This design comes from an exercise in tuning for small area and a short achievable clock period on the open sky130 flow, not from production work. RTL that was checked went through simulation tests only; none was proved equivalent to the original. The RTL of runs 1 and 2 was laid out without a check of its function. No activity file was given, so power comes from the tool's default toggle rates.

==> flow/run.sh <==
#!/bin/bash
# synth_recipe.tcl (not shown) runs the flow's synth.tcl, then flattens the netlist and writes it again
# the make line also repeats each setting of config.mk as NAME=value (left out here)
make -C /OpenROAD-flow-scripts/flow DESIGN_CONFIG=/design/flow/config.mk WORK_HOME=/design/flow/orfs CLKGATE_MAP_FILE= SYNTH_SCRIPT=/design/flow/synth_recipe.tcl finish
==> flow/config.mk <==
export PLATFORM = sky130hd
export DESIGN_NAME = RegularFuzzification
export DESIGN_NICKNAME = RegularFuzzification
export VERILOG_FILES = /design/flow/design.v
export SDC_FILE = /design/flow/constraint.sdc
export NUM_CORES = 4
export LEC_CHECK = 0
export CAP_MARGIN = 20
export CORE_MARGIN = 2
export CORE_UTILIZATION = 40
export SETUP_SLACK_MARGIN = 4.0
export SLEW_MARGIN = 20
==> flow/constraint.sdc <==
create_clock -name core_clock -period 8.0 [get_ports {clock}]
set_input_delay 1.6000 -clock core_clock [delete_from_list [all_inputs] [get_ports {clock}]]
set_output_delay 1.6000 -clock core_clock [all_outputs]
set_load 0.01 [all_outputs]
==> flow/design.v <==
module RegularFuzzification(
  input        clock,
  input        reset,
  input        io_start,
  input  [9:0] io_inputs_0,
  input  [9:0] io_inputs_1,
  output       io_outResultValid,
  output [6:0] io_outResult
);
  function gt7(input [6:0] a, input [6:0] b);
    integer i;
    reg g;
    begin
      g = 1'b0;
      for (i = 0; i < 7; i = i + 1)
        g = (a[i] & ~b[i]) | (~(~a[i] & b[i]) & g);
      gt7 = g;
    end
  endfunction
  wire [9:0] xi = io_inputs_0;
  wire [7:0] yi = io_inputs_1[7:0];
  wire xa = xi > 10'd50,  xb = xi > 10'd150, xc = xi > 10'd200, xd = xi > 10'd300,
       xe = xi > 10'd350, xf = xi > 10'd450, xg = xi > 10'd500, xh = xi > 10'd550,
       xk = xi > 10'd600;
  wire a1 = xa && !xb, a2 = xb && !xc, a3 = xc && !xd, a5 = xe && !xf, a67 = xf && !xh,
       a78 = xg && !xk;
  wire [6:0] k2 = ({7{a1}} & 7'd78) | ({7{a3}} & 7'd56) | ({7{a78}} & 7'd12);
  wire [6:0] x2s = xi[6:0] + k2;                            
  wire [6:0] x2i = ({7{a1 || a3 || a78}} & x2s) | ({7{a2 || xk}} & 7'd100);
  wire       neg = !a5;                                     
  wire [6:0] k1 = ({7{a1}} & 7'd23) | ({7{a3}} & 7'd45) | ({7{a5}} & 7'd34) | ({7{a67}} & 7'd39);
  wire [6:0] x1s = (xi[6:0] ^ {7{neg}}) + k1;
  wire [6:0] x1i = ({7{a1 || a3 || a5 || a67}} & x1s) | ({7{!xa}} & 7'd100);
  wire [1:0] ii  = {xe, xc};
  wire hxgi = (xi < 10'd100) || (xc && xi < 10'd250) || (xe && xi < 10'd525);
  wire hxei = (xi == 10'd100) || (xi == 10'd250) || (xd && !xe) || (xi == 10'd525);
  wire ya = yi > 8'd20,  yb = yi > 8'd40,  yc = yi > 8'd60,  yd = yi > 8'd80,
       ye = yi > 8'd100, yf = yi > 8'd120, yg = yi > 8'd140, yh = yi > 8'd160;
  wire [1:0] ji  = {yd, yb} == 2'b11 ? {1'b1, yf} : {1'b0, yb};
  wire s1 = ya && !yb, s2 = yc && !yd, s3 = ye && !yf, s4 = yg && !yh;
  wire [6:0] y5  = {yi[4:0], 2'b00} + yi[6:0];               
  wire [6:0] ky2 = ({7{s1}} & 7'd28) | ({7{s2}} & 7'd84) | ({7{s3}} & 7'd12) | ({7{s4}} & 7'd68);
  wire [6:0] ky1 = ({7{s1}} & 7'd73) | ({7{s2}} & 7'd17) | ({7{s3}} & 7'd89) | ({7{s4}} & 7'd33);
  wire       ysl = s1 || s2 || s3 || s4;
  wire [6:0] y2s = y5 + ky2;                                
  wire [6:0] y1s = ~y5 + ky1;                               
  wire [6:0] y2i = ({7{ysl}} & y2s) | ({7{yh}} & 7'd100);
  wire [6:0] y1i = ({7{ysl}} & y1s) | ({7{!ysl && !yh}} & 7'd100);
  wire hyei = (yi == 8'd30) || (yi == 8'd70) || (yi == 8'd110) || (yi == 8'd150);
  wire hygi = !yh && !hyei && !(s1 && yi > 8'd30) && !(s2 && yi > 8'd70) &&
              !(s3 && yi > 8'd110) && !(s4 && yi > 8'd150);
  reg [6:0] X1, X2, Y1, Y2;
  reg       i1, i0, j1, j0, hxg, hxe, hyg, hye;
  always @(posedge clock) if (io_start) begin
    X1 <= x1i;  X2 <= x2i;  {i1, i0} <= ii;  hxg <= hxgi; hxe <= hxei;
    Y1 <= y1i;  Y2 <= y2i;  {j1, j0} <= ji;  hyg <= hygi; hye <= hyei;
  end
  wire g11 = gt7(X1, Y1);
  wire g12 = gt7(X1, Y2);
  wire g21 = gt7(X2, Y1);
  wire g22 = gt7(X2, Y2);
  wire a_X1 = (i1 && j1 && !g12 && hxg) ||
      (i1 && j1 && j0 && !g11 && hxg) ||
      (i1 && j1 && j0 && g11 && !g12);
  wire a_X2 = (i1 && !j1 && j0 && !g22) ||
      (i1 && j1 && !g21 && !hxg) ||
      (i1 && j1 && !j0 && !g22 && !hxg) ||
      (i1 && j1 && !j0 && !g21 && g22);
  wire a_Y1 = (i1 && j1 && j0 && !g11 && g21) ||
      (i1 && j1 && g21 && hyg) ||
      (i1 && j1 && j0 && g11 && hyg);
  wire a_Y2 = (i1 && !j1 && j0 && g22) ||
      (i1 && j1 && !j0 && g12 && !g22) ||
      (i1 && j1 && g12 && !hyg) ||
      (i1 && j1 && !j0 && g22 && !hyg);
  wire n_X1 = (!j1 && !j0 && !g11 && hxg) ||
      (!i0 && !j1 && j0 && !g11) ||
      (!i1 && i0 && j1 && j0 && !g11) ||
      (!i1 && i0 && j1 && !g12 && !g22) ||
      (!i0 && !j1 && !g12 && !g22) ||
      (!i0 && j1 && !j0 && !g11 && g12);
  wire n_X2 = (i0 && !j1 && j0 && !g21) ||
      (!j1 && !j0 && !g21 && !hxg) ||
      (!i0 && j1 && j0 && !g21) ||
      (i0 && !j1 && !j0 && g21 && !g22) ||
      (!i0 && j1 && g11 && g21) ||
      (!i1 && i0 && !j1 && j0 && !g22) ||
      (!i1 && i0 && j1 && !j0 && !g21 && g22) ||
      (!i0 && j1 && !g12 && hxg) ||
      (!i1 && i0 && !j1 && !g12 && !g21);
  wire n_Y1 = (i1 && !j1 && j0 && g21) ||
      (i0 && !j1 && !j0 && g11 && !g21) ||
      (i0 && !j1 && g21 && hyg) ||
      (!i0 && !j0 && !g22 && hyg) ||
      (!i0 && !j1 && !j0 && !g11 && !g12) ||
      (!i1 && i0 && j1 && !j0 && !g11 && g21) ||
      (!i0 && !j1 && !g22 && hyg) ||
      (!i0 && j1 && j0 && g21 && hyg) ||
      (!i0 && j1 && !j0 && !g21 && !hyg) ||
      (!i1 && i0 && j1 && j0 && g11 && hyg);
  wire n_Y2 = (!i0 && j1 && !g11 && !hyg) ||
      (!i1 && i0 && j1 && !g21 && hxg && !hyg) ||
      (!i1 && i0 && !j1 && !g11 && g21 && !hyg) ||
      (!i0 && !j1 && g12 && !hyg) ||
      (!i1 && i0 && j1 && !j0 && g12 && !g22) ||
      (i1 && !j1 && !j0 && g22 && !hyg) ||
      (!i0 && j1 && !j0 && !g11 && !g12);
  wire n_c0 = (i1 && j0) ||
      (j1 && j0 && hyg) ||
      (i1 && !hxg && !hxe) ||
      (i0 && j1 && !j0 && !g22) ||
      (!i0 && j1 && !j0 && g21) ||
      (j1 && j0 && hye) ||
      (i0 && !j1 && !j0 && !hxg && !hxe && hyg) ||
      (i1 && g21) ||
      (i0 && j1 && j0 && !g11) ||
      (!i0 && j1 && j0 && !g21) ||
      (i0 && !j1 && !j0 && g21 && hye);
  wire n_c1 = (i1) ||
      (i0 && !j1 && j0) ||
      (i0 && j1 && !j0 && g22) ||
      (j1 && j0 && g11 && g21) ||
      (i0 && !j1 && g21 && !g22) ||
      (i0 && j0 && !g21 && !hyg && !hye) ||
      (!i0 && j1 && j0 && g21 && !g22) ||
      (i0 && !j1 && !g11 && !hyg && !hye) ||
      (!i0 && j1 && j0 && g22 && !hyg && !hye);
  wire o_X1 = (i0 && !j1 && !g12) ||
      (i1 && j1 && !j0 && !g11) ||
      (!i0 && j1 && j0 && !g11) ||
      (i0 && !j1 && j0 && !g11) ||
      (!i0 && j1 && !g12 && !g22) ||
      (i0 && j1 && !j0 && !g21 && g22) ||
      (i0 && j1 && !j0 && !g11 && g12);
  wire o_X2 = (!i0 && !j1 && !g22) ||
      (!i1 && i0 && j1 && !g12 && !g22) ||
      (!i1 && i0 && j1 && j0 && !g21) ||
      (!i0 && !j1 && j0 && !g21) ||
      (!i0 && j1 && !j0 && !g21 && g22);
  wire o_Y1 = (i1 && j1 && !j0 && g11) ||
      (i0 && !j1 && j0 && g11 && hyg) ||
      (!i0 && j1 && !j0 && g21 && g22) ||
      (i0 && j1 && !j0 && g11 && !g21) ||
      (!i0 && !j1 && j0 && !g12 && hyg) ||
      (!i0 && j1 && j0 && !g22 && hyg) ||
      (!i1 && i0 && j1 && j0 && g21 && hyg);
  wire o_Y2 = (i0 && !j1 && !j0 && g12) ||
      (!i0 && !j1 && !j0 && g22) ||
      (!i0 && j1 && g12 && !hyg) ||
      (i0 && !j1 && g12 && !hyg) ||
      (!i1 && i0 && j1 && g22 && !hyg) ||
      (!i0 && !j1 && g22 && !hyg) ||
      (!i0 && j1 && !j0 && !g21 && !g22) ||
      (!i1 && i0 && j1 && !j0 && !g12 && g22);
  wire o_c3 = (i1) ||
      (i0 && j1 && j0) ||
      (i0 && j1 && g21);
  function [6:0] pick(input s1, input s2, input s3, input s4,
                      input [6:0] a, input [6:0] b, input [6:0] c, input [6:0] d);
    pick = ({7{s1}} & a) | ({7{s2}} & b) | ({7{s3}} & c) | ({7{s4}} & d);
  endfunction
  wire [6:0] ov = pick(o_X1, o_X2, o_Y1, o_Y2, X1, X2, Y1, Y2);
  wire [6:0] nv = pick(n_X1, n_X2, n_Y1, n_Y2, X1, X2, Y1, Y2);
  wire [6:0] av = pick(a_X1, a_X2, a_Y1, a_Y2, X1, X2, Y1, Y2);
  reg [6:0] rov, rnv;
  reg       ro3;
  reg [1:0] rnk;
  always @(posedge clock) if (io_start) begin
    rov <= ov;
    ro3 <= o_c3;
    rnv <= nv;
    rnk <= {n_c1, n_c0};
  end
  reg [6:0] rov2;
  reg       ro32;
  always @(posedge clock) if (io_start) begin
    rov2 <= rov;
    ro32 <= ro3;
  end
  wire [1:0] ok = {ro32, 1'b1};
  wire       take_new = gt7(rnv, rov2) || (rnv == rov2 && rnk < ok);
  wire [6:0] bv = take_new ? rnv : rov2;
  wire [1:0] bk = take_new ? rnk : ok;
  reg  [6:0] wv;
  reg  [2:0] wi;
  always @(posedge clock) if (io_start) begin
    wv <= bv;
    wi <= gt7(av, bv) ? 3'd4 : (bv == 7'd0) ? 3'd0 : {1'b0, bk};
  end
  reg  [6:0] wv2;
  reg  [2:0] wi2;
  always @(posedge clock) if (io_start) begin
    wv2 <= wv;
    wi2 <= wi;
  end
  wire r24gt = i1 && i0 && j1 && j0 && gt7(X2, wv2) && gt7(Y2, wv2);
  wire [2:0] fin = (wi2[2] || r24gt) ? 3'd4 : wi2;
  reg [2:0] f1, f2, f3, f4;
  always @(posedge clock) if (io_start) begin
    f1 <= fin;
    f2 <= f1;
    f3 <= f2;
    f4 <= f3;
  end
  assign io_outResultValid = 1'b0;
  assign io_outResult = io_start ? {4'd0, f4} : 7'd0;
endmodule
==> metrics.md, run 1 <==
| Metric | Value |
|---|---|
| DRC viols | 0 |
| Main flop type after synthesis | edfxtp_1 |
| Post-Syn Instances | 777 |
| Final setup fails | 0 |
| Area grow syn2layout | 16.4% |
| Commonest non-fill, non-tap cell in the layout | edfxtp_1 |
| GP Congestion | between 0.9 and 1 |
| CTS tree | done |
| Final Total Pwr | just under 2000 uW |
| Setup_tns | 0 ns |
| Count of input and output buffers | 22 |
| Post-synthesis average cell area | 9.16 um2 |
| DRT iter0 DRCs | between 400 and 500 |
| Final Max Slew Viols | 0 |
| Worst Path Required | a little over 8 ns |
| Fmax | around 0.24 GHz |
| Leading area contributor after synthesis | edfxtp_1 |
| Status | complete, no violations |
| Synth Register Bits | between 90 and 100 |
| DPL Wire Length | about 14,000 um |
| Switching part of the total | 0.386 |
| Worst hold path class | register to register |
| Met1 GRT Util | 0.277 |
| GR Overflow Total | 0 |
| Number of flops mapped to enable cells by yosys | 92 |
| M2 GR Usage | 0.361 |
| Final wirelength | 19,800 um |
| Post-synth ARST share | 0 |
| CORE AREA | 17,400 um2 |
| Area share of the largest cell type after synthesis | 0.388 |
| Die width | between 100 and 150 um |
| Root Buffer | clkbuf_16 |
| Drt via density | between 5 and 6 |
| Clk Latency, worst-skew pair | about 0.36 ns |
| IO Pins | 31 |
| Final min period | between 4 and 5 ns |
| Fin. Hold Viols | 0 |
| Fin nets | 870 |
| Worst path top cell family by delay | simple AND/OR/NAND/NOR gates |
| Share of post-route cells with drive strength above 1 | 0.169 |
| Post-synthesis sequential area ratio | 0.388 |
| Initial antenna violation count | 0 |
| Max stage delay cell, worst path | fa_2 |
| Part of the power in registers | 0.384 |
| # H-tree levels | 3 |
| Vias in the first global route | 5,891 |
| Static leakage | around 0.0033 uW |
| Largest net degree at the start of global routing | 60 |
| GRT Overall Usage | 0.217 |
| Unrepaired setup endpoints after global routing | true |
| Global route hottest layer | met2 |
| # clock sinks | 92 |
| Crit path cell chain | buf_8 > and3_4 > a31o_4 > a211o_1 > o21ai_2 > or3_4 > xor2_2 > ha_2 > fa_2 > a21oi_2 > nor2_1 > nor2_1 > o21bai_1 > a21oi_1 > xnor2_1 > nand2_1 > o21ai_1 > nand2_1 |
| Distinct cells, synth | 79 |
| Vias | a little over 6,000 |
| Chip Height | 137 um |
| Clock skew | between 0.01 and 0.015 ns |
| Die ar. | about 19,000 um2 |
| Power share of the combinational group | 0.400 |
| # Max-Cap Violations | 0 |
| Antenna diode instance count | 0 |
| Period utilisation layout | 0.521 |
| CP peak stage delay | around 0.4 ns |
| Number of routed nets with antenna violations | 0 |
| Clk pin slew, worst setup/hold paths | roughly 0.070 ns |
| Maximum VDD drop | around 120 uV |
| CTS buffer count | 9 |
| Setup crit start kind | primary input |
| First-pass GRT wire length | around 31,000 um |
| Slew HR | 0.249 |
| Ranking of synthesized cells by area | edfxtp_1 39%, ha_1 6.2%, nand2_1 4.3% |
| Buf/Inv on CP | 1 |
| Power per cell area | around 240 nW/um2 |
| Avg WL per Cell | between 15 and 20 um |
| Pint | between 1000 and 1500 uW |
| Crit-path max FO | 4 |
| Filler cell count | ~1,600 |
| Post-Synthesis Cell Area | just over 7000 um2 |
| Initial core utilization | 0.410 |
| Std cell rows | 48 |
| CP arrival | about 4.3 ns |
| Clock power frac | 0.216 |
| Met3 Resource Use GR | 0.0419 |
| P_sw | 758 uW |
| Critical path class | primary input to register |
| Worst Hold Slack | approximately 0.42 ns |
| Synth warnings | 1 |
| Commonest cells after routing, fill and taps aside | 92 x edfxtp_1, 78 x nand2_1, 60 x inv_1, 54 x nor2_1, 43 x o21ai_0 |
| Worst Setup End Kind | register |
| Slew at the pin closest to its max-slew limit | approximately 1.1 ns |
| Pre-antenna DRT Iters | 6 |
| Clk buf depth | 2 |
-- state kept, by name (all words and copies together), names as in the netlist, 2 cells and up --
| signal | cells |
|---|---|
| f1 | 3 |
| wi2 | 3 |
| f3 | 3 |
| X1 | 7 |
| f4 | 3 |
| f2 | 3 |
| Y1 | 6 |
| wi | 3 |
| wv | 7 |
| rov | 7 |
| X2 | 7 |
| rnv | 7 |
| rnk | 2 |
| wv2 | 7 |
| Y2 | 7 |
| rov2 | 7 |
-- cells by family after synthesis --
logic type	after synthesis	share of synthesized area
fa+ha+maj	53	0.0930
xor+xnor	26	0.0320
buf+inv	110	0.0626
mux	8	0.0114
simple gates	253	0.174
other cells	1	0.000527
compound gates	234	0.238
flops	92	0.388
-- worst register-to-register path, delay by kind of cell (launching register included) --
kind                     cells  cell delay (ns)
flip-flops                   1             0.51
AND/OR/NAND/NOR              2             1.12
adder cells (fa/ha/maj)      2             0.51
buffers and inverters        1             0.22
AO/OA/AOI/OAI                5             1.15
-- cell usage after synthesis, types with 5 or more instances --
library cell   n
o31ai_1        8
nor3_1        16
nand3_1       18
o2111ai_1      6
a31o_2         5
or4_1          5
o21ai_0       48
o211ai_1       8
inv_1         61
ha_1          35
mux2i_1        7
a221oi_1       5
xnor2_1       15
a31oi_1       12
clkbuf_1      35
nor2_1        57
buf_4          6
a21oi_1       31
and2_1        11
o21a_1         6
a211oi_1       8
a221o_1        5
or3_1          6
nor2b_1       17
a21o_1         9
nand2b_1      15
xor2_1        11
and3_1         5
nand2_1       81
o22ai_1       16
a22oi_1       13
o32ai_1        5
edfxtp_1      92
maj3_1        11
-- stage by stage --
stage               instances  utilization  setup slack [ns]  instance area, um2
floorplan                 781            -              3.45                7230
global placement          986        0.433              2.48                7510
detailed placement        986        0.433              2.49                7510
CTS                      1030        0.470              3.85                8150
global route             1038        0.477              3.66                8280
finish                   1038        0.477              3.83                8280
-- path summary, 6_finish.rpt --
check                                     from       to  slack [ns]  cells after the start
worst max-delay path            io_inputs_0[2]    X1[6]        3.83                     18
worst min-delay path                    rov[6]  rov2[6]        0.42                      0
worst max register to register           Y2[6]    wi[1]        4.22                     10
worst min register to register          rov[6]  rov2[6]        0.42                      0
-- power groups by stage --
| stage | Combinational (uW) | Sequential, uW | Clock (uW) |
|---|---|---|---|
| final | 784 | 753 | 425 |
| after global routing | 861 | 762 | 453 |
| after CTS | 744 | 752 | 436 |
| after detailed placement | 719 | 762 | 0 |
| after global placement | 707 | 757 | 0 |
| after floorplan | 554 | 712 | 0 |
-- what timing repair did --
item | 4_1_cts | 5_1_grt
buffers inserted | 27 | 8
pin swaps | 25 | 24
endpoints found under the hold margin | 0 | 0
hold buffers | 0 | 0
cloned | 1 | 0
endpoints found under the setup margin | 25 | 11
gates resized for setup | 117 | 20
-- layer usage --
metal | vias up | wire (um)
met5 | - | 0
met4 | 0 | 591
met3 | 39 | 1150
met2 | 216 | 9530
met1 | 2970 | 8570
li1 | 2948 | -
-- final cells by class --
type                       instances  area [um2]  share of cell area
multi-input combinational        579        4110               0.496
tap                              225         282              0.0340
clock buffer                       9         225              0.0272
inverter                          65         244              0.0295
timing repair buffer              61         591              0.0713
sequential                        92        2760               0.333
clock inverter                     7        75.1             0.00906
==> run 2: changes to the inputs <==
--- a/flow/design.v
+++ b/flow/design.v
@@ -24,13 +24,12 @@
        xk = xi > 10'd600;
   wire a1 = xa && !xb, a2 = xb && !xc, a3 = xc && !xd, a5 = xe && !xf, a67 = xf && !xh,
        a78 = xg && !xk;
-  wire [6:0] k2 = ({7{a1}} & 7'd78) | ({7{a3}} & 7'd56) | ({7{a78}} & 7'd12);
-  wire [6:0] x2s = xi[6:0] + k2;                            
-  wire [6:0] x2i = ({7{a1 || a3 || a78}} & x2s) | ({7{a2 || xk}} & 7'd100);
-  wire       neg = !a5;                                     
-  wire [6:0] k1 = ({7{a1}} & 7'd23) | ({7{a3}} & 7'd45) | ({7{a5}} & 7'd34) | ({7{a67}} & 7'd39);
-  wire [6:0] x1s = (xi[6:0] ^ {7{neg}}) + k1;
-  wire [6:0] x1i = ({7{a1 || a3 || a5 || a67}} & x1s) | ({7{!xa}} & 7'd100);
+  wire [6:0] x7 = xi[6:0];
+  wire [6:0] x1i = ({7{!xa}} & 7'd100)          | ({7{a1}}  & (7'd22 - x7)) |
+                   ({7{a3}}  & (7'd44 - x7))     | ({7{a5}}  & (x7 + 7'd34)) |
+                   ({7{a67}} & (7'd38 - x7));                    
+  wire [6:0] x2i = ({7{a1}}  & (x7 + 7'd78))     | ({7{a3}}  & (x7 + 7'd56)) |
+                   ({7{a78}} & (x7 + 7'd12))     | ({7{a2 || xk}} & 7'd100);   
   wire [1:0] ii  = {xe, xc};
   wire hxgi = (xi < 10'd100) || (xc && xi < 10'd250) || (xe && xi < 10'd525);
   wire hxei = (xi == 10'd100) || (xi == 10'd250) || (xd && !xe) || (xi == 10'd525);
==> metrics.md, run 2 <==
| Metric | Value |
|---|---|
| Post-synthesis sequential area ratio | 0.384 (-0.00446) |
| Synth warnings | 1 (unchanged) |
| # hold bufs at CTS | 0 (unchanged) |
| Commonest non-fill, non-tap cell in the layout | edfxtp_1 |
| Post-route worst setup slack | 3.97 ns (+0.132 ns) |
| Setup_tns | 0 ns (unchanged) |
| CORE AREA | 17,800 um2 (+2.4%) |
| Pre-antenna DRT Iters | 8 (+2) |
| DRT iter0 DRCs | 546 (+26%) |
| CTS buffer count | 9 (unchanged) |
| Ranking of synthesized cells by area | edfxtp_1 38%, ha_1 7.3%, nand2_1 4.9% |
| Unrepaired setup endpoints after global routing | true |
| Die ar. | 19,100 um2 (+1.1%) |
| # Max-Cap Violations | 0 (unchanged) |
| Clock skew | 0.0109 ns (-0.00168 ns) |
| First-pass GRT wire length | 29,700 um (-4.6%) |
| Vias in the first global route | 5,664 (-3.9%) |
| Distinct cells, synth | 80 (+1.3%) |
| Worst Setup End Kind | register |
| Clk pin slew, worst setup/hold paths | 0.07 ns (about the same) |
| CTS tree | done |
| Clock power frac | 0.235 (+0.019) |
| DPL Wire Length | 13,000 um (-8.3%) |
| Chip Height | 138 um (+0.56%) |
| Worst Hold Slack | 0.412 ns (-0.00720 ns) |
| Clk Latency, worst-skew pair | 0.36 ns (about the same) |
| Critical path class | primary input to register |
| P_sw | 652 uW (-14%) |
| Final Max Slew Viols | 0 (unchanged) |
| Commonest cells in the synthesized netlist | 93 x nand2_1, 92 x edfxtp_1, 58 x inv_1 |
| IO Pins | 31 (unchanged) |
| Inst Count DP | 1,002 (+1.6%) |
| Initial antenna violation count | 0 (unchanged) |
| Setup WS pre-CTS | 2.74 ns (+0.249 ns) |
| Multi-input gate area | 4150 um2 (+1.1%) |
| Final wirelength | 18,500 um (-6.5%) |
| # H-tree levels | 3 (unchanged) |
| Drt via density | 5.90 (-0.85%) |
| Power share of the combinational group | 0.361 (-0.039) |
| Crit-path max FO | 6 (+2) |
| Slew HR | 0.208 (-0.0408) |
| Antenna diode instance count | 0 (unchanged) |
| Area share of the largest cell type after synthesis | 0.384 (-0.00446) |
| # clock sinks | 92 (unchanged) |
| Avg WL per Cell | 17.7 um (-7.1%) |
| Fin. Hold Viols | 0 (unchanged) |
| Count of input and output buffers | 22 (unchanged) |
| Pint | 1120 uW (-7.0%) |
| Setup crit start kind | primary input |
| DRC viols | 0 (unchanged) |
| Std cell rows | 49 (+2.1%) |
| Die width | 138 um (+0.56%) |
| Post-synthesis average cell area | 9.12 um2 (-0.38%) |
| GR Overflow Total | 0 (unchanged) |
| Fin nets | 878 (+0.92%) |
| Final setup fails | 0 (unchanged) |
| Crit path cell chain | buf_12 > or4_4 > and2_4 > o21ai_1 > nand2_1 > a21o_1 > nand2b_1 > nor2_4 > nor2_2 > ha_2 > nor3b_4 > o21ai_2 > nand2b_1 > a21oi_2 > xnor2_2 > a21oi_2 > a21oi_2 > nand2_1 |
| Leading area contributor after synthesis | edfxtp_1 |
| Post-synth ARST share | 0 (unchanged) |
| FF/Latch Area | 2760 um2 (unchanged) |
| Number of routed nets with antenna violations | 0 (unchanged) |
| Post-Syn Instances | 789 (+1.5%) |
| Status | complete, no violations |
| Worst hold path class | register to register |
| CP peak stage delay | 0.54 ns (+0.14 ns) |
| Main flop type after synthesis | edfxtp_1 |
| Maximum VDD drop | 141 uV (+15%) |
| Worst Path Required | 8.11 ns (about the same) |
| Cell mode on critical path | a21oi_2 |
| Fmax | 0.248 GHz (+3.3%) |
| Synth Register Bits | 92 (unchanged) |
| Number of flops mapped to enable cells by yosys | 92 (unchanged) |
| Share of post-route cells with drive strength above 1 | 0.147 (-0.0215) |
| Vias | 6,162 (-0.18%) |
| CP arrival | 4.14 ns (-0.14 ns) |
| GRT Overall Usage | 0.192 (-0.0248) |
| Period utilisation layout | 0.504 (-0.0165) |
| Filler cell count | 1,764 (+7.8%) |
| Most common cell in the netlist | nand2_1 |
| Switching part of the total | 0.368 (-0.0183) |
| Max stage delay cell, worst path | or4_4 |
| Final min period | 4.03 ns (-0.132 ns) |
| Commonest cells after routing, fill and taps aside | 92 x edfxtp_1, 90 x nand2_1, 53 x inv_1, 43 x nor2_1, 43 x a21oi_1 |
| Area grow syn2layout | 14.0% |
| Largest net degree at the start of global routing | 43 (-28%) |
| Initial core utilization | 0.405 (-0.00511) |
| Non-Filler Instances | 1,045 (+0.67%) |
| Slew at the pin closest to its max-slew limit | 1.17 ns (+0.0427 ns) |
| Power per cell area | 216 nW/um2 (-8.8%) |
| GP Congestion | 0.947 (+1.1%) |
| Post-Synthesis Cell Area | 7200 um2 (+1.2%) |
| Final core utilization | 0.462 (-0.0158) |
| Root Buffer | clkbuf_16 |
| Static leakage | 0.00318 uW (-2.4%) |
| Part of the power in registers | 0.404 (+0.020) |
| Clk buf depth | 2 (unchanged) |
==> run 2: final timing paths <==
kind,start,cells after the start,to,slack [ns]
setup / recovery,io_inputs_1[3],18,Y1[6],3.97
hold / removal,rov[6],0,rov2[6],0.41
setup reg to reg,Y1[0],12,wi[0],4.10
hold reg to reg,rov[6],0,rov2[6],0.41
==> run 2: per-layer routing <==
metal  GRT usage  wire length [um]
met1       0.269              8320
met5           0                 0
met3      0.0291              1150
met2       0.306              8740
met4      0.0655               340
==> run 2: timing repair <==
item                                    CTS  global route
cloned                                    1             0
resized for setup                        55            39
pin swaps                                 7            12
endpoints found under the setup margin   30            15
buffers inserted                         13            13
==> run 2: kinds of logic (layout without fill, tap and decap cells) <==
family,after synthesis,count (layout),share of synthesized area
xor+xnor,18,18,0.0219
fa+ha+maj,66,66,0.110
simple gates,256,256,0.172
flops,92,92,0.384
compound gates,242,242,0.238
mux,10,10,0.0143
other cells,1,5,0.000521
buf+inv,104,127,0.0595
==> run 2: cell type report <==
class,count,area share
clock inverter,7,0.00915
inverter,61,0.0291
clock buffer,9,0.0274
tap,229,0.0349
timing repair buffer,50,0.0569
multi-input combinational,597,0.506
sequential,92,0.337
==> run 2: worst max-delay path, delay by kind of cell <==
family                   cells  cell delay [ns]
AO/OA/AOI/OAI                6             0.58
XOR/XNOR                     1             0.22
buffers and inverters        1             0.11
AND/OR/NAND/NOR              9             1.44
adder cells (fa/ha/maj)      1             0.17
==> run 2: stage by stage <==
| stage | total power [uW] | instance area, um2 |
|---|---|---|
| finish | 1770 | 8210 |
| global route | 1880 | 8210 |
| CTS | 1760 | 8020 |
| detailed placement | 1320 | 7550 |
| global placement | 1320 | 7550 |
| floorplan | 1160 | 7260 |
==> run 2: power by group through the flow <==
stage | Sequential, uW | Clock [uW] | Combinational [uW]
floorplan | 685 | 0 | 472
global placement | 725 | 0 | 592
detailed placement | 726 | 0 | 595
CTS | 717 | 430 | 609
global route | 726 | 450 | 707
finish | 715 | 416 | 640
==> run 3: changes to the inputs <==
--- a/flow/design.v
+++ b/flow/design.v
@@ -38,22 +38,19 @@
   wire [1:0] ji  = {yd, yb} == 2'b11 ? {1'b1, yf} : {1'b0, yb};
   wire s1 = ya && !yb, s2 = yc && !yd, s3 = ye && !yf, s4 = yg && !yh;
   wire [6:0] y5  = {yi[4:0], 2'b00} + yi[6:0];               
-  wire [6:0] ky2 = ({7{s1}} & 7'd28) | ({7{s2}} & 7'd84) | ({7{s3}} & 7'd12) | ({7{s4}} & 7'd68);
-  wire [6:0] ky1 = ({7{s1}} & 7'd73) | ({7{s2}} & 7'd17) | ({7{s3}} & 7'd89) | ({7{s4}} & 7'd33);
-  wire       ysl = s1 || s2 || s3 || s4;
-  wire [6:0] y2s = y5 + ky2;                                
-  wire [6:0] y1s = ~y5 + ky1;                               
-  wire [6:0] y2i = ({7{ysl}} & y2s) | ({7{yh}} & 7'd100);
-  wire [6:0] y1i = ({7{ysl}} & y1s) | ({7{!ysl && !yh}} & 7'd100);
-  wire hyei = (yi == 8'd30) || (yi == 8'd70) || (yi == 8'd110) || (yi == 8'd150);
-  wire hygi = !yh && !hyei && !(s1 && yi > 8'd30) && !(s2 && yi > 8'd70) &&
-              !(s3 && yi > 8'd110) && !(s4 && yi > 8'd150);
-  reg [6:0] X1, X2, Y1, Y2;
-  reg       i1, i0, j1, j0, hxg, hxe, hyg, hye;
+  wire [6:0] y2i = ({7{s1}} & (y5 + 7'd28)) | ({7{s2}} & (y5 + 7'd84)) |
+                   ({7{s3}} & (y5 + 7'd12)) | ({7{s4}} & (y5 + 7'd68)) |
+                   ({7{yh}} & 7'd100);                      
+  wire       yp  = !(s1 || s2 || s3 || s4 || yh);           
+  reg [6:0] X1, X2, Y2;
+  reg       i1, i0, j1, j0, hxg, hxe;
   always @(posedge clock) if (io_start) begin
     X1 <= x1i;  X2 <= x2i;  {i1, i0} <= ii;  hxg <= hxgi; hxe <= hxei;
-    Y1 <= y1i;  Y2 <= y2i;  {j1, j0} <= ji;  hyg <= hygi; hye <= hyei;
-  end
+    Y2 <= y2i;  {j1, j0} <= ji;
+  end
+  wire [6:0] Y1  = 7'd100 - Y2;
+  wire       hyg = Y2 < 7'd50;
+  wire       hye = Y2 == 7'd50;
   wire g11 = gt7(X1, Y1);
   wire g12 = gt7(X1, Y2);
   wire g21 = gt7(X2, Y1);
--- a/flow/config.mk
+++ b/flow/config.mk
@@ -8,5 +8,5 @@
 export CAP_MARGIN = 20
 export CORE_MARGIN = 2
 export CORE_UTILIZATION = 40
-export SETUP_SLACK_MARGIN = 4.0
+export SETUP_SLACK_MARGIN = 4.3
 export SLEW_MARGIN = 20
==> metrics.md, run 3 <==
| Metric | Value |
|---|---|
| Number of flops mapped to enable cells by yosys | 84 (-8.7%) |
| Main flop type after synthesis | edfxtp_1 |
| Area grow syn2layout | 25.0% |
| Initial core utilization | 0.410 (+0.00472) |
| IO Pins | 31 (unchanged) |
| Share of post-route cells with drive strength above 1 | 0.233 (+0.0863) |
| Part of the power in registers | 0.332 (-0.072) |
| Largest family of logic cells by synthesized area | compound AO/OA/AOI/OAI gates |
| Clock power frac | 0.199 (-0.036) |
| # H-tree levels | 3 (unchanged) |
| Post-Synthesis Cell Area | 7080 um2 (-1.6%) |
| GR Overflow Total | 0 (unchanged) |
| Slew at the pin closest to its max-slew limit | 0.942 ns (-0.228 ns) |
| Vias | 6,830 (+11%) |
| Setup crit start kind | register |
| Status | complete, no violations |
| Pre-antenna DRT Iters | 6 (-2) |
| Mux share of post-synthesis cell area | 0.00141 (-0.0128) |
| Fmax | 0.258 GHz (+3.9%) |
| CORE AREA | 17,300 um2 (-2.7%) |
| Commonest non-fill, non-tap cell in the layout | edfxtp_1 |
| Clk buf depth | 2 (unchanged) |
| Met3 Resource Use GR | 0.0300 (+0.000904) |
| Final min period | 3.88 ns (-0.153 ns) |
| GRT Overall Usage | 0.227 (+0.0344) |
| M2 GR Usage | 0.363 (+0.0565) |
| Worst hold path class | register to register |
| Count of input and output buffers | 22 (unchanged) |
| First-pass GRT wire length | 33,500 um (+13%) |
| Std cell rows | 48 (-2.0%) |
| Post-synthesis average cell area | 8.63 um2 (-5.4%) |
| DRC viols | 0 (unchanged) |
| Area share of the largest cell type after synthesis | 0.356 (-0.0277) |
| Power share of the combinational group | 0.469 (+0.108) |
| Clk pin slew, worst setup/hold paths | 0.07 ns (about the same) |
| Clock skew | 0.00913 ns (-0.00176 ns) |
| CP arrival | 3.99 ns (-0.15 ns) |
| Synth Area in XOR/XNOR | 0.0182 (-0.00371) |
| Worst Hold Slack | 0.415 ns (+0.00335 ns) |
| Vias in the first global route | 6,312 (+11%) |
| Die width | 137 um (-0.77%) |
| Switching part of the total | 0.398 (+0.0300) |
| R2R setup slack | 4.12 ns (+0.02 ns) |
| Final wirelength | 21,300 um (+15%) |
| Global route hottest layer | met2 |
| DPL Wire Length | 13,600 um (+5.0%) |
| Commonest cells after routing, fill and taps aside | 84 x edfxtp_1, 72 x nand2_1, 67 x buf_4, 56 x o21ai_0, 55 x nor2_1 |
| Fin nets | 946 (+7.7%) |
| Ranking of synthesized cells by area | edfxtp_1 36%, ha_1 7.1%, o21ai_0 4.7% |
| Setup_tns | 0 ns (unchanged) |
| Post-synthesis sequential area ratio | 0.356 (-0.0277) |
| Crit-path max FO | 7 (+1) |
| Unrepaired setup endpoints after global routing | true |
| GP Congestion | 0.960 (+1.3%) |
| Synth Area in Compound Gates | 0.291 (+0.0536) |
| Final Max Slew Viols | 0 (unchanged) |
| Critical path class | register to register |
| Cell Area, Placed | 7460 um2 (-1.3%) |
| Final setup fails | 0 (unchanged) |
| Maximum VDD drop | 150 uV (+6.3%) |
| Synth Area in Adders | 0.0980 (-0.0124) |
| Fin. Hold Viols | 0 (unchanged) |
| Root Buffer | clkbuf_16 |
| Worst Setup End Kind | register |
| Largest net degree at the start of global routing | 44 (+2.3%) |
| P_sw | 824 uW (+26%) |
| DRT iter0 DRCs | 679 (+24%) |
| Pint | 1250 uW (+11%) |
| # clock sinks | 84 (-8.7%) |
| Initial antenna violation count | 0 (unchanged) |
| Number of routed nets with antenna violations | 0 (unchanged) |
| Met1 GRT Util | 0.309 (+0.0400) |
| Period utilisation layout | 0.485 (-0.0191) |
| Post-synth ARST share | 0 (unchanged) |
| Worst r2r dst | wi[0] |
| Die ar. | 18,800 um2 (-1.5%) |
| Clk Latency, worst-skew pair | 0.35 ns (about the same) |
| Most common cell in the netlist | edfxtp_1 |
| Power per cell area | 234 nW/um2 (+8.3%) |
| Worst Path Required | 8.11 ns (about the same) |
| Synth Register Bits | 84 (-8.7%) |
| Distinct cells, synth | 76 (-5.0%) |
| Post-Syn Instances | 821 (+4.1%) |
| Reg2reg start | Y2[5] |
| Commonest cells in the synthesized netlist | 84 x edfxtp_1, 75 x nand2_1, 67 x o21ai_0 |
| Leading area contributor after synthesis | edfxtp_1 |
| CP Launch Point | Y2[5] |
| Antenna diode instance count | 0 (unchanged) |
| CTS tree | done |
| Slew HR | 0.372 (+0.164) |
| Fin area | 8850 um2 (+7.9%) |
| Reg2reg path depth | 13 (+1) |
| Final Total Pwr | 2070 uW (+17%) |
| Post-Synth Simple-Gate Area | 0.171 (-0.00130) |
| Drt via density | 6.14 (+4.2%) |
| Static leakage | 0.00334 uW (+5.1%) |
| CTS buffer count | 9 (unchanged) |
| # hold bufs at CTS | 0 (unchanged) |
| Avg WL per Cell | 19.2 um (+7.9%) |
| Chip Height | 137 um (-0.77%) |
| Synth warnings | 1 (unchanged) |
| # Max-Cap Violations | 0 (unchanged) |
| CP endpoint | wi[0] |
## run 3: changes by cell type in the layout (fill, tap and decap cells not counted), moves of 6 or more
cell	delta
buf_4	+40
nand2_1	-18
o21ai_0	+15
nor2_1	+12
ha_1	-9
edfxtp_1	-8
nand2b_1	-8
o21ai_1	+8
mux2i_1	-7
ha_4	+6
## run 3: cell type report
type | count | area [um2]
clock buffer | 9 | 225
clock inverter | 7 | 78.8
fill | 1593 | 8450
inverter | 61 | 248
multi-input combinational | 630 | 4640
sequential | 84 | 2520
tap | 225 | 282
timing repair buffer | 96 | 852
## run 3: what timing repair did
action | CTS | global route
hold endpoints to repair | 0 | 0
pin swaps | 12 | 30
gates cloned | 2 | 1
endpoints found under the setup margin | 40 | 27
buffers inserted | 36 | 32
resized for setup | 104 | 78
## run 3: power by group through the flow
stage	Sequential [uW]	Combinational [uW]	Clock, uW
2_1_floorplan	658	563	0
3_3_place_gp	704	736	0
3_5_place_dp	705	737	0
4_1_cts	685	847	419
5_1_grt	699	1050	433
6_report	686	971	412
## run 3: through the flow
step	util	setup WS, ns	cells
6_report	0.512	4.12	1112
4_1_cts	0.482	4.27	1079
3_5_place_dp	0.431	2.92	1025
2_1_floorplan	-	4.31	825
5_1_grt	0.512	4.02	1112
3_3_place_gp	0.431	2.84	1025
## run 3: kinds of logic after synthesis
| family | count (synthesis) |
|---|---|
| multiplexers | 1 |
| flip-flops | 84 |
| other | 1 |
| XOR/XNOR | 13 |
| adder cells (fa/ha/maj) | 58 |
| AO/OA/AOI/OAI | 302 |
| AND/OR/NAND/NOR | 250 |
| buffers and inverters | 112 |
## run 3: how the worst min path moves through the flow
| stage | from | end | slack (ns) | cells after the start |
|---|---|---|---|---|
| CTS | wi[1] | wi2[1] | 0.42 | 0 |
| finish | wi[1] | wi2[1] | 0.42 | 0 |
| global placement | rov[0] | rov2[0] | 0.40 | 0 |
| global route | wi[0] | wi2[0] | 0.42 | 0 |
| floorplan | f1[0] | f2[0] | 0.40 | 0 |
| detailed placement | f1[2] | f2[2] | 0.40 | 0 |
## run 3: worst max-delay path, stage by stage (launching register included)
cell and delay, ns:
edfxtp_1 0.52, or3_4 0.45, o211a_4 0.29, a222oi_1 0.49, o21ai_4 0.18, buf_6 0.17
a211oi_4 0.19, buf_6 0.16, a222oi_1 0.08, buf_4 0.17, and3_4 0.16, maj3_2 0.31
a211o_1 0.26, and3_4 0.19
## run 3: metal layers
layer | part of all wire | vias to the layer above | wire, um
met2 | 0.48 | 303 | 10100
met5 | 0 | - | 0
met3 | 0.066 | 43 | 1400
li1 | - | 3226 | -
met4 | 0.026 | 0 | 563
met1 | 0.43 | 3258 | 9210
==> run 4: changes to the inputs <==
--- a/flow/config.mk
+++ b/flow/config.mk
@@ -7,6 +7,7 @@
 export LEC_CHECK = 0
 export CAP_MARGIN = 20
 export CORE_MARGIN = 2
-export CORE_UTILIZATION = 40
-export SETUP_SLACK_MARGIN = 4.3
+export CORE_UTILIZATION = 65
+export PLACE_DENSITY = 0.75
+export SETUP_SLACK_MARGIN = 4.0
 export SLEW_MARGIN = 20
==> metrics.md, run 4 <==
| Metric | Value |
|---|---|
| Avg WL per Cell | 23.4 um (+22%) |
| CP endpoint | wi[1] |
| Area grow syn2layout | 14.0% |
| Post-synth ARST share | 0 (unchanged) |
| Maximum VDD drop | 202 uV (+34%) |
| CP arrival | 4.12 ns (+0.13 ns) |
| Worst Setup End Kind | register |
| DPL Wire Length | 15,000 um (+9.9%) |
| Slew HR | 0.313 (-0.0595) |
| Number of flops mapped to enable cells by yosys | 84 (unchanged) |
| CTS tree | done |
| Final Max Slew Viols | 0 (unchanged) |
| Clock skew | 0.0151 ns (+0.00593 ns) |
| Final min period | 4.02 ns (+0.137 ns) |
| Pre-antenna DRT Iters | 11 (+5) |
| R2R setup slack | 3.98 ns (-0.14 ns) |
| Clk buf depth | 2 (unchanged) |
| Most common cell in the netlist | edfxtp_1 |
| Synth warnings | 1 (unchanged) |
| GP Congestion | 0.992 (+3.4%) |
| Part of the power in registers | 0.353 (+0.021) |
| Leading area contributor after synthesis | edfxtp_1 |
| Commonest cells after routing, fill and taps aside | 84 x edfxtp_1, 73 x nand2_1, 63 x o21ai_0, 55 x nor2_1, 52 x inv_1 |
| Switching part of the total | 0.418 (+0.0196) |
| P_sw | 833 uW (+1.1%) |
| Period utilisation layout | 0.502 (+0.0171) |
| Post-Syn Instances | 821 (unchanged) |
| Setup_tns | 0 ns (unchanged) |
| Post-synthesis average cell area | 8.63 um2 (unchanged) |
| CP Launch Point | Y2[0] |
| Vias | 7,248 (+6.1%) |
| Worst hold path class | register to register |
| Die ar. | 11,700 um2 (-37%) |
| Final setup fails | 0 (unchanged) |
| Pint | 1160 uW (-6.8%) |
| Initial core utilization | 0.659 (+0.250) |
| CORE AREA | 10,700 um2 (-38%) |
| Status | complete, no violations |
| Ranking of synthesized cells by area | edfxtp_1 36%, ha_1 7.1%, o21ai_0 4.7% |
| Static leakage | 0.00306 uW (-8.2%) |
| Fin. Hold Viols | 0 (unchanged) |
| Slew at the pin closest to its max-slew limit | 1.03 ns (+0.0892 ns) |
| Clk pin slew, worst setup/hold paths | 0.09 ns (+0.02 ns) |
| Share of post-route cells with drive strength above 1 | 0.143 (-0.0903) |
| Area share of the largest cell type after synthesis | 0.356 (unchanged) |
| Filler cell count | 745 (-53%) |
| GRT Overall Usage | 0.385 (+0.158) |
| Main flop type after synthesis | edfxtp_1 |
| Worst Hold Slack | 0.427 ns (+0.0117 ns) |
| Distinct cells, synth | 76 (unchanged) |
| Count of input and output buffers | 22 (unchanged) |
| # clock sinks | 84 (unchanged) |
| # H-tree levels | 3 (unchanged) |
| Power per cell area | 247 nW/um2 (+5.6%) |
| Critical path class | register to register |
| Initial antenna violation count | 0 (unchanged) |
| Post-synthesis sequential area ratio | 0.356 (unchanged) |
| Setup crit start kind | register |
| Reg2reg start | Y2[0] |
| Root Buffer | clkbuf_8 |
| Largest net degree at the start of global routing | 44 (unchanged) |
| CTS buffer count | 9 (unchanged) |
| Commonest non-fill, non-tap cell in the layout | edfxtp_1 |
| # hold bufs at CTS | 0 (unchanged) |
| Worst Path Required | 8.10 ns (about the same) |
| Die width | 108 um (-21%) |
| Final wirelength | 22,900 um (+7.3%) |
| # Max-Cap Violations | 0 (unchanged) |
| Number of routed nets with antenna violations | 0 (unchanged) |
| First-pass GRT wire length | 34,700 um (+3.6%) |
| DRT iter0 DRCs | 1,252 (+84%) |
| Crit-path max FO | 8 (+1) |
| Antenna diode instance count | 0 (unchanged) |
| IO Pins | 31 (unchanged) |
| GR Overflow Total | 0 (unchanged) |
| Vias in the first global route | 6,428 (+1.8%) |
| Std cell rows | 38 (-21%) |
| Post-Synthesis Cell Area | 7080 um2 (unchanged) |
| Clk Latency, worst-skew pair | 0.37 ns (+0.02 ns) |
| Unrepaired setup endpoints after global routing | true |
| Synth Register Bits | 84 (unchanged) |
| Worst r2r dst | wi[1] |
| Drt via density | 7.40 (+21%) |
| Power share of the combinational group | 0.452 (-0.017) |
| Clock power frac | 0.195 (-0.004) |
| DRC viols | 0 (unchanged) |
| Commonest cells in the synthesized netlist | 84 x edfxtp_1, 75 x nand2_1, 67 x o21ai_0 |
| Fmax | 0.249 GHz (-3.4%) |
| Fin nets | 898 (-5.1%) |
| Chip Height | 108 um (-21%) |
| Reg2reg path depth | 14 (+1) |
## run 4: final cells by class
cell class | count | area (um2) | share of cell area
flip-flops and latches | 84 | 2520 | 0.312
well taps | 140 | 175 | 0.0217
clock buffers | 9 | 124 | 0.0153
repair buffers | 48 | 484 | 0.0599
clock inverters | 7 | 128 | 0.0158
multi-input cells | 630 | 4410 | 0.546
inverters | 61 | 231 | 0.0287
## run 4: timing repair
action | in CTS | in global routing
buffers inserted | 10 | 13
setup endpoints to repair | 34 | 25
resized for setup | 61 | 41
gates cloned | 2 | 1
pin swaps | 3 | 14
## run 4: routing by layer
| layer | share of wire | track usage |
|---|---|---|
| met5 | 0 | 0 |
| met3 | 0.11 | 0.0910 |
| met1 | 0.36 | 0.478 |
| met4 | 0.046 | 0.179 |
| met2 | 0.48 | 0.636 |
## run 4: worst max-delay path, stage by stage (launching register included)
cell,delay [ns]
edfxtp_1,0.45
inv_2,0.10
ha_4,0.18
nand2b_4,0.19
a31oi_4,0.34
xnor2_4,0.16
a222oi_1,0.40
o21ai_2,0.22
a211oi_4,0.38
a22oi_1,0.17
o21ai_2,0.11
nor3_1,0.08
maj3_1,0.40
a211o_1,0.33
and3_1,0.24
## run 4: worst min path at each step
stage,cells after the start,slack [ns],endpoint,startpoint
final,0,0.43,wv2[0],wv[0]
after global routing,0,0.43,f3[2],f2[2]
after CTS,0,0.43,wi2[2],wi[2]
after detailed placement,0,0.41,f2[2],f1[2]
after global placement,0,0.40,f4[1],f3[1]
after floorplan,0,0.40,f2[0],f1[0]
## run 4: power by group through the flow
stage / registers [uW] / logic (uW) / clock network (uW)
final: 703 / 901 / 389
after global routing: 709 / 952 / 404
after CTS: 699 / 792 / 381
after detailed placement: 714 / 740 / 0
after global placement: 706 / 701 / 0
after floorplan: 658 / 560 / 0
## run 4: through the flow
step	cells	setup WS (ns)	cell area, um2	utilization	total power (uW)
after global placement	937	2.76	7290	0.679	1410
after global routing	979	3.89	8080	0.752	2060
after floorplan	825	4.02	7110	-	1220
after detailed placement	937	2.76	7290	0.679	1450
final	979	3.98	8080	0.752	1990
after CTS	965	4.02	7790	0.725	1870
## run 4: cell families after synthesis
group	Yosys count	synth area share
xor+xnor	13	0.0182
fa+ha+maj	58	0.0980
compound gates	302	0.291
buf+inv	112	0.0638
simple gates	250	0.171
mux	1	0.00141
other cells	1	0.000529
flops	84	0.356
==> run 5: changes to the inputs <==
--- a/flow/config.mk
+++ b/flow/config.mk
@@ -7,7 +7,8 @@
 export LEC_CHECK = 0
 export CAP_MARGIN = 20
 export CORE_MARGIN = 2
-export CORE_UTILIZATION = 65
-export PLACE_DENSITY = 0.75
+export CORE_UTILIZATION = 40
+export CTS_BUF_LIST = sky130_fd_sc_hd__clkbuf_4 sky130_fd_sc_hd__clkbuf_8
+export CTS_CLUSTER_SIZE = 30
 export SETUP_SLACK_MARGIN = 4.0
 export SLEW_MARGIN = 20
==> metrics.md, run 5 <==
| Metric | Value |
|---|---|
| Synth Register Bits | 84 (unchanged) |
| Power per cell area | 225 nW/um2 (-8.9%) |
| Clk buf depth | 2 (unchanged) |
| Slew HR | 0.386 (+0.0736) |
| GP Congestion | 0.964 (-2.9%) |
| Antenna diode instance count | 0 (unchanged) |
| Setup crit start kind | register |
| GR Overflow Total | 0 (unchanged) |
| Root Buffer | clkbuf_8 |
| Pint | 1060 uW (-8.4%) |
| Vias in the first global route | 5,984 (-6.9%) |
| Final Max Slew Viols | 0 (unchanged) |
| DPL Wire Length | 13,700 um (-8.3%) |
| Setup WS pre-CTS | 2.75 ns (-0.0104 ns) |
| P_sw | 762 uW (-8.5%) |
| Number of flops mapped to enable cells by yosys | 84 (unchanged) |
| Number of routed nets with antenna violations | 0 (unchanged) |
| Drt via density | 6.15 (-17%) |
| First-pass GRT wire length | 32,000 um (-7.7%) |
| Fin nets | 909 (+1.2%) |
| Post-route worst setup slack | 4.07 ns (+0.0843 ns) |
| Power share of the combinational group | 0.455 (+0.003) |
| Fmax | 0.254 GHz (+2.1%) |
| Main flop type after synthesis | edfxtp_1 |
| Chip Height | 137 um (+26%) |
| Post-synthesis average cell area | 8.63 um2 (unchanged) |
| Worst Hold Slack | 0.422 ns (-0.00454 ns) |
| Initial core utilization | 0.410 (-0.250) |
| Synth warnings | 1 (unchanged) |
| Initial antenna violation count | 0 (unchanged) |
| Most common cell in the netlist | edfxtp_1 |
| Commonest non-fill, non-tap cell in the layout | edfxtp_1 |
| Final setup fails | 0 (unchanged) |
| CTS buffer count | 9 (unchanged) |
| Post-synth ARST share | 0 (unchanged) |
| Distinct cells, synth | 76 (unchanged) |
| Multi-input gate area | 4330 um2 (-1.9%) |
| Ranking of synthesized cells by area | edfxtp_1 36%, ha_1 7.1%, o21ai_0 4.7% |
| Fin. Hold Viols | 0 (unchanged) |
| IO Pins | 31 (unchanged) |
| Crit-path max FO | 5 (-3) |
| Period utilisation layout | 0.492 (-0.0105) |
| Post-synthesis sequential area ratio | 0.356 (unchanged) |
| Final core utilization | 0.469 (-0.282) |
| CTS tree | done |
| DRC viols | 0 (unchanged) |
| DRT iter0 DRCs | 592 (-53%) |
| Clk pin slew, worst setup/hold paths | 0.10 ns (about the same) |
| Avg WL per Cell | 18.6 um (-20%) |
| Vias | 6,616 (-8.7%) |
| Final wirelength | 20,000 um (-12%) |
| CORE AREA | 17,300 um2 (+61%) |
| Part of the power in registers | 0.380 (+0.027) |
| Worst Setup End Kind | register |
| Leading area contributor after synthesis | edfxtp_1 |
| # clock sinks | 84 (unchanged) |
| Maximum VDD drop | 134 uV (-34%) |
| Unrepaired setup endpoints after global routing | false |
| Largest net degree at the start of global routing | 44 (unchanged) |
| Area grow syn2layout | 14.6% |
| FF/Latch Area | 2520 um2 (unchanged) |
| # Max-Cap Violations | 0 (unchanged) |
| Count of input and output buffers | 22 (unchanged) |
| CP arrival | 4.06 ns (-0.06 ns) |
| Post-Syn Instances | 821 (unchanged) |
| Pre-antenna DRT Iters | 8 (-3) |
| Filler cell count | 1,680 (+130%) |
| Area share of the largest cell type after synthesis | 0.356 (unchanged) |
| Clk Latency, worst-skew pair | 0.38 ns (about the same) |
| Final min period | 3.93 ns (-0.0843 ns) |
| Std cell rows | 48 (+26%) |
| Slew at the pin closest to its max-slew limit | 0.920 ns (-0.110 ns) |
| # H-tree levels | 3 (unchanged) |
| Clock skew | 0.0175 ns (+0.00245 ns) |
| Die width | 137 um (+26%) |
| GRT Overall Usage | 0.216 (-0.168) |
| Status | complete, no violations |
| Worst Path Required | 8.12 ns (+0.02 ns) |
| Static leakage | 0.00305 uW (-0.31%) |
| Setup_tns | 0 ns (unchanged) |
| Clock power frac | 0.165 (-0.030) |
| Post-Synthesis Cell Area | 7080 um2 (unchanged) |
| Switching part of the total | 0.418 (about the same) |
| Die ar. | 18,800 um2 (+60%) |
| Worst hold path class | register to register |
| Share of post-route cells with drive strength above 1 | 0.142 (-0.000674) |
| Critical path class | register to register |
| Commonest cells in the synthesized netlist | 84 x edfxtp_1, 75 x nand2_1, 67 x o21ai_0 |
| Commonest cells after routing, fill and taps aside | 84 x edfxtp_1, 73 x nand2_1, 66 x o21ai_0, 56 x nor2_1, 52 x inv_1 |
-- run 5: cell counts after synthesis --
Identical to the previous run, type by type.
-- run 5: power groups by stage --
stage	Clock [uW]	Sequential [uW]	Combinational, uW
after floorplan	0	658	560
after global placement	0	707	727
after detailed placement	0	710	729
after CTS	309	700	774
after global routing	325	706	908
final	301	693	831
-- run 5: worst paths after layout --
kind	endpoint	cells past startpoint	slack, ns	from
worst min register to register	wi2[1]	0	0.42	wi[1]
worst max register to register	wi[1]	15	4.07	Y2[1]
worst min-delay path	wi2[1]	0	0.42	wi[1]
worst max-delay path	wi[1]	15	4.07	Y2[1]
-- run 5: kinds of logic after synthesis --
| kind of cell | synth area share |
|---|---|
| adders and majority gates | 0.0980 |
| xor gates and xnor gates | 0.0182 |
| buffers and inverters | 0.0638 |
| muxes | 0.00141 |
| DFF | 0.356 |
| other | 0.000529 |
| and+or+nand+nor | 0.171 |
| AOI/OAI and AO/OA | 0.291 |
-- run 5: layout make-up --
| type | count | share of cell area |
|---|---|---|
| Timing Repair Buffer | 60 | 0.0683 |
| Inverter | 61 | 0.0285 |
| Tap cell | 225 | 0.0347 |
| Clock inverter | 7 | 0.00971 |
| Clock buffer | 9 | 0.0153 |
| Sequential cell | 84 | 0.311 |
| Multi-Input combinational cell | 629 | 0.533 |
-- run 5: critical path, cell delays in order (launching register included) --
cell      delay (ns)
edfxtp_1        0.51
inv_2           0.10
ha_4            0.30
inv_1           0.09
maj3_1          0.36
maj3_1          0.37
a21oi_2         0.15
o21ai_2         0.14
a211oi_4        0.38
buf_4           0.19
a222oi_1        0.08
buf_4           0.17
a21o_1          0.17
o211a_1         0.11
a211o_1         0.32
and3_1          0.22
-- run 5: what timing repair did --
action / 4_1_cts / 5_1_grt
setup endpoints to repair: 35 / 23
gates cloned: 2 / 0
buffers inserted: 12 / 22
pin swaps: 7 / 7
gates resized for setup: 54 / 27
hold buffers: 0 / 0
-- run 5: stage by stage --
step	cells	power [uW]	cell area [um2]
final	1075	1820	8120
after global routing	1075	1940	8120
after CTS	1053	1780	7890
after detailed placement	1023	1440	7410
after global placement	1023	1430	7410
after floorplan	825	1220	7110
-- run 5: layer usage --
metal,global-route usage,up-vias,share of wire
li1,-,3160,-
met1,0.301,3108,0.45
met2,0.350,309,0.46
met3,0.0285,39,0.067
met4,0.0653,0,0.026
met5,0,-,0
==> run 6: changes to the inputs <==
--- a/flow/config.mk
+++ b/flow/config.mk
@@ -5,10 +5,10 @@
 export SDC_FILE = /design/flow/constraint.sdc
 export NUM_CORES = 4
 export LEC_CHECK = 0
-export CAP_MARGIN = 20
+export CAP_MARGIN = 0
 export CORE_MARGIN = 2
 export CORE_UTILIZATION = 40
 export CTS_BUF_LIST = sky130_fd_sc_hd__clkbuf_4 sky130_fd_sc_hd__clkbuf_8
 export CTS_CLUSTER_SIZE = 30
 export SETUP_SLACK_MARGIN = 4.0
-export SLEW_MARGIN = 20
+export SLEW_MARGIN = 0
==> metrics.md, run 6 <==
| Metric | Value |
|---|---|
| Reg2reg path depth | 15 (unchanged) |
| Post-synthesis average cell area | 8.63 um2 (unchanged) |
| Hold Path Sink | wi2[1] |
| Vias | 6,616 (unchanged) |
| Commonest non-fill, non-tap cell in the layout | edfxtp_1 |
| Clock power frac | 0.165 (about the same) |
| Worst Setup End Kind | register |
| Reg2reg start | Y2[1] |
| Final setup fails | 0 (unchanged) |
| Switching part of the total | 0.418 (unchanged) |
| Crit-path max FO | 5 (unchanged) |
| CTS tree | done |
| GR Overflow Total | 0 (unchanged) |
| Wl on met1 | 9000 um (unchanged) |
| Synth warnings | 1 (unchanged) |
| CP arrival | 4.06 ns (about the same) |
| Commonest cells after routing, fill and taps aside | 84 x edfxtp_1, 73 x nand2_1, 66 x o21ai_0, 56 x nor2_1, 52 x inv_1 |
| Initial core utilization | 0.410 (unchanged) |
| Setup_tns | 0 ns (unchanged) |
| GRT Overall Usage | 0.216 (unchanged) |
| Initial antenna violation count | 0 (unchanged) |
| Multi-input gate area | 4330 um2 (unchanged) |
| FF/Latch Area | 2520 um2 (unchanged) |
| Static leakage | 0.00305 uW (unchanged) |
| Area grow syn2layout | 14.6% (unchanged) |
| Fin area | 8120 um2 (unchanged) |
| Commonest cells in the synthesized netlist | 84 x edfxtp_1, 75 x nand2_1, 67 x o21ai_0 |
| Final wirelength | 20,000 um (unchanged) |
| # clock sinks | 84 (unchanged) |
| Clk Latency, worst-skew pair | 0.38 ns (about the same) |
| Chip Height | 137 um (unchanged) |
| CORE AREA | 17,300 um2 (unchanged) |
| Drt via density | 6.15 (unchanged) |
| Fin nets | 909 (unchanged) |
| Met3 WL | 1340 um (unchanged) |
| Unrepaired setup endpoints after global routing | false |
| Met2 Wirelength | 9160 um (unchanged) |
| P_sw | 762 uW (unchanged) |
| Part of the power in registers | 0.380 (about the same) |
| Worst hold path class | register to register |
| Hold path start | wi[1] |
| Leading area contributor after synthesis | edfxtp_1 |
| Std cell rows | 48 (unchanged) |
| Root Buffer | clkbuf_8 |
| Hold Path Stages | 0 (unchanged) |
| First-pass GRT wire length | 32,000 um (unchanged) |
| Die ar. | 18,800 um2 (unchanged) |
| Vias in the first global route | 5,984 (unchanged) |
| Clock skew | 0.0175 ns (unchanged) |
| DRC viols | 0 (unchanged) |
| Area share of the largest cell type after synthesis | 0.356 (unchanged) |
| Ranking of synthesized cells by area | edfxtp_1 36%, ha_1 7.1%, o21ai_0 4.7% |
| Number of flops mapped to enable cells by yosys | 84 (unchanged) |
| # hold bufs at CTS | 0 (unchanged) |
| GP Congestion | 0.964 (unchanged) |
| Post-Synthesis Cell Area | 7080 um2 (unchanged) |
| Filler cell count | 1,680 (unchanged) |
| Post-synthesis sequential area ratio | 0.356 (unchanged) |
| Power per cell area | 225 nW/um2 (unchanged) |
| Status | complete, no violations |
| Period utilisation layout | 0.492 (unchanged) |
| Clk buf depth | 2 (unchanged) |
| Post-Syn Instances | 821 (unchanged) |
| Distinct cells, synth | 76 (unchanged) |
| Highest routed layer | met4 |
| # H-tree levels | 3 (unchanged) |
| Most common cell in the netlist | edfxtp_1 |
| Critical path class | register to register |
| Final Max Slew Viols | 0 (unchanged) |
| Power share of the combinational group | 0.455 (about the same) |
| Avg WL per Cell | 18.6 um (unchanged) |
| Clk pin slew, worst setup/hold paths | 0.10 ns (about the same) |
| Post-synth ARST share | 0 (unchanged) |
| Fmax | 0.254 GHz (unchanged) |
| DRT iter0 DRCs | 592 (unchanged) |
| R2R setup slack | 4.07 ns (about the same) |
| Final min period | 3.93 ns (unchanged) |
| Worst Path Required | 8.12 ns (about the same) |
| # Max-Cap Violations | 0 (unchanged) |
| Pre-antenna DRT Iters | 8 (unchanged) |
| Die width | 137 um (unchanged) |
| Synth Register Bits | 84 (unchanged) |
| CTS buffer count | 9 (unchanged) |
| Count of input and output buffers | 22 (unchanged) |
| Main flop type after synthesis | edfxtp_1 |
| IO Pins | 31 (unchanged) |
| Slew at the pin closest to its max-slew limit | 0.920 ns (unchanged) |
| Setup crit start kind | register |
| Pint | 1060 uW (unchanged) |
| Cell Area, Placed | 7410 um2 (unchanged) |
| Largest net degree at the start of global routing | 44 (unchanged) |
| Antenna diode instance count | 0 (unchanged) |
| Share of post-route cells with drive strength above 1 | 0.142 (unchanged) |
| DPL Wire Length | 13,700 um (unchanged) |
| Number of routed nets with antenna violations | 0 (unchanged) |
| Fin. Hold Viols | 0 (unchanged) |
| Slew HR | 0.386 (unchanged) |
| Maximum VDD drop | 134 uV (unchanged) |
| Worst r2r dst | wi[1] |
-- run 6: cell counts after synthesis --
Identical to the previous run, type by type.
-- run 6: area by class of cell --
class	count	area share
Timing Repair Buffer	60	0.0683
Multi-Input combinational cell	629	0.533
Clock inverter	7	0.00971
Inverter	61	0.0285
Sequential cell	84	0.311
Clock buffer	9	0.0153
Tap cell	225	0.0347
-- run 6: worst max path at each step --
stage,startpoint,to,slack (ns),depth (start not counted)
CTS,io_inputs_0[3],X1[5],4.00,11
finish,Y2[1],wi[1],4.07,15
global placement,io_inputs_0[1],X1[5],2.74,12
global route,io_inputs_0[4],X1[6],4.01,13
floorplan,io_inputs_0[1],X1[6],4.02,12
detailed placement,io_inputs_0[1],X1[5],2.75,12
-- run 6: logic make-up after synthesis --
group                    after synthesis  share of synthesized area
buffers and inverters                112                     0.0638
flip-flops                            84                      0.356
AO/OA/AOI/OAI                        302                      0.291
XOR/XNOR                              13                     0.0182
other                                  1                   0.000529
multiplexers                           1                    0.00141
AND/OR/NAND/NOR                      250                      0.171
adder cells (fa/ha/maj)               58                     0.0980
-- run 6: per-layer routing --
| layer | GRT usage | up-vias |
|---|---|---|
| li1 | - | 3160 |
| met3 | 0.0285 | 39 |
| met5 | 0 | - |
| met4 | 0.0653 | 0 |
| met2 | 0.350 | 309 |
| met1 | 0.301 | 3108 |
-- run 6: timing repair --
item	CTS	global route
buffers inserted	12	22
hold endpoints to repair	0	0
setup endpoints to repair	35	23
pin swaps	7	7
gates cloned	2	0
gates resized for setup	54	27
-- run 6: power by group through the flow --
| stage | Combinational (uW) | Sequential, uW | Clock (uW) |
|---|---|---|---|
| global placement | 727 | 707 | 0 |
| finish | 831 | 693 | 301 |
| global route | 908 | 706 | 325 |
| detailed placement | 729 | 710 | 0 |
| CTS | 774 | 700 | 309 |
| floorplan | 560 | 658 | 0 |
-- run 6: through the flow --
stage	worst slack (ns)	cells	hold slack, ns	power, uW	utilization
2_1_floorplan	4.02	825	0.400	1220	-
3_3_place_gp	2.74	1023	0.401	1430	0.428
3_5_place_dp	2.75	1023	0.405	1440	0.428
4_1_cts	4.00	1053	0.424	1780	0.456
5_1_grt	4.01	1075	0.433	1940	0.469
6_report	4.07	1075	0.422	1820	0.469
-- run 6: worst max-delay path, cell delays in order, from the launching register on --
cell	delay (ns)
edfxtp_1	0.51
inv_2	0.10
ha_4	0.30
inv_1	0.09
maj3_1	0.36
maj3_1	0.37
a21oi_2	0.15
o21ai_2	0.14
a211oi_4	0.38
buf_4	0.19
a222oi_1	0.08
buf_4	0.17
a21o_1	0.17
o211a_1	0.11
a211o_1	0.32
and3_1	0.22

## what the ideal ports hide
How much do the figures lean on ideal ports? The routed layouts below were timed once more, with nothing changed but the port constraints.
Step 1, drivers: a clkbuf_16 drives clock and a buf_2 each remaining input, both assumed.
Step 2 moves the port delays by t, midway between the first and last clock arrival at a register: inputs arrive t later, outputs are due t later. That takes back most of the time a late clock gives input paths.
Slacks: ideal ports / drivers / drivers and shift; pairs: ideal ports / drivers.
| run | t (ns) | slack for setup (ns) | worst hold slack (ns) | worst setup path after step 2 | clock arrival spread, ns |
|---|---|---|---|---|---|
| run 1 | 0.398 | 3.833 / 3.821 / 3.423 | 0.419 / 0.419 / 0.419 | input to register | 0.013 / 0.013 |
| run 2 | 0.393 | 3.965 / 3.962 / 3.570 | 0.412 / 0.412 / 0.412 | input to register | 0.011 / 0.011 |
| run 3 | 0.390 | 4.118 / 4.118 / 3.978 | 0.415 / 0.415 / 0.415 | input to register | 0.009 / 0.009 |
| run 4 | 0.403 | 3.981 / 3.981 / 3.703 | 0.427 / 0.427 / 0.427 | input to register | 0.015 / 0.015 |
| run 5 | 0.408 | 4.066 / 4.066 / 3.689 | 0.422 / 0.422 / 0.422 | input to register | 0.018 / 0.017 |
| run 6 | 0.408 | 4.066 / 4.066 / 3.689 | 0.422 / 0.422 / 0.422 | input to register | 0.018 / 0.017 |
After both steps every run listed still meets setup and hold. The setup slack of run 1, which loses most, moves by -0.012 ns with the drivers and by -0.410 ns with both steps.
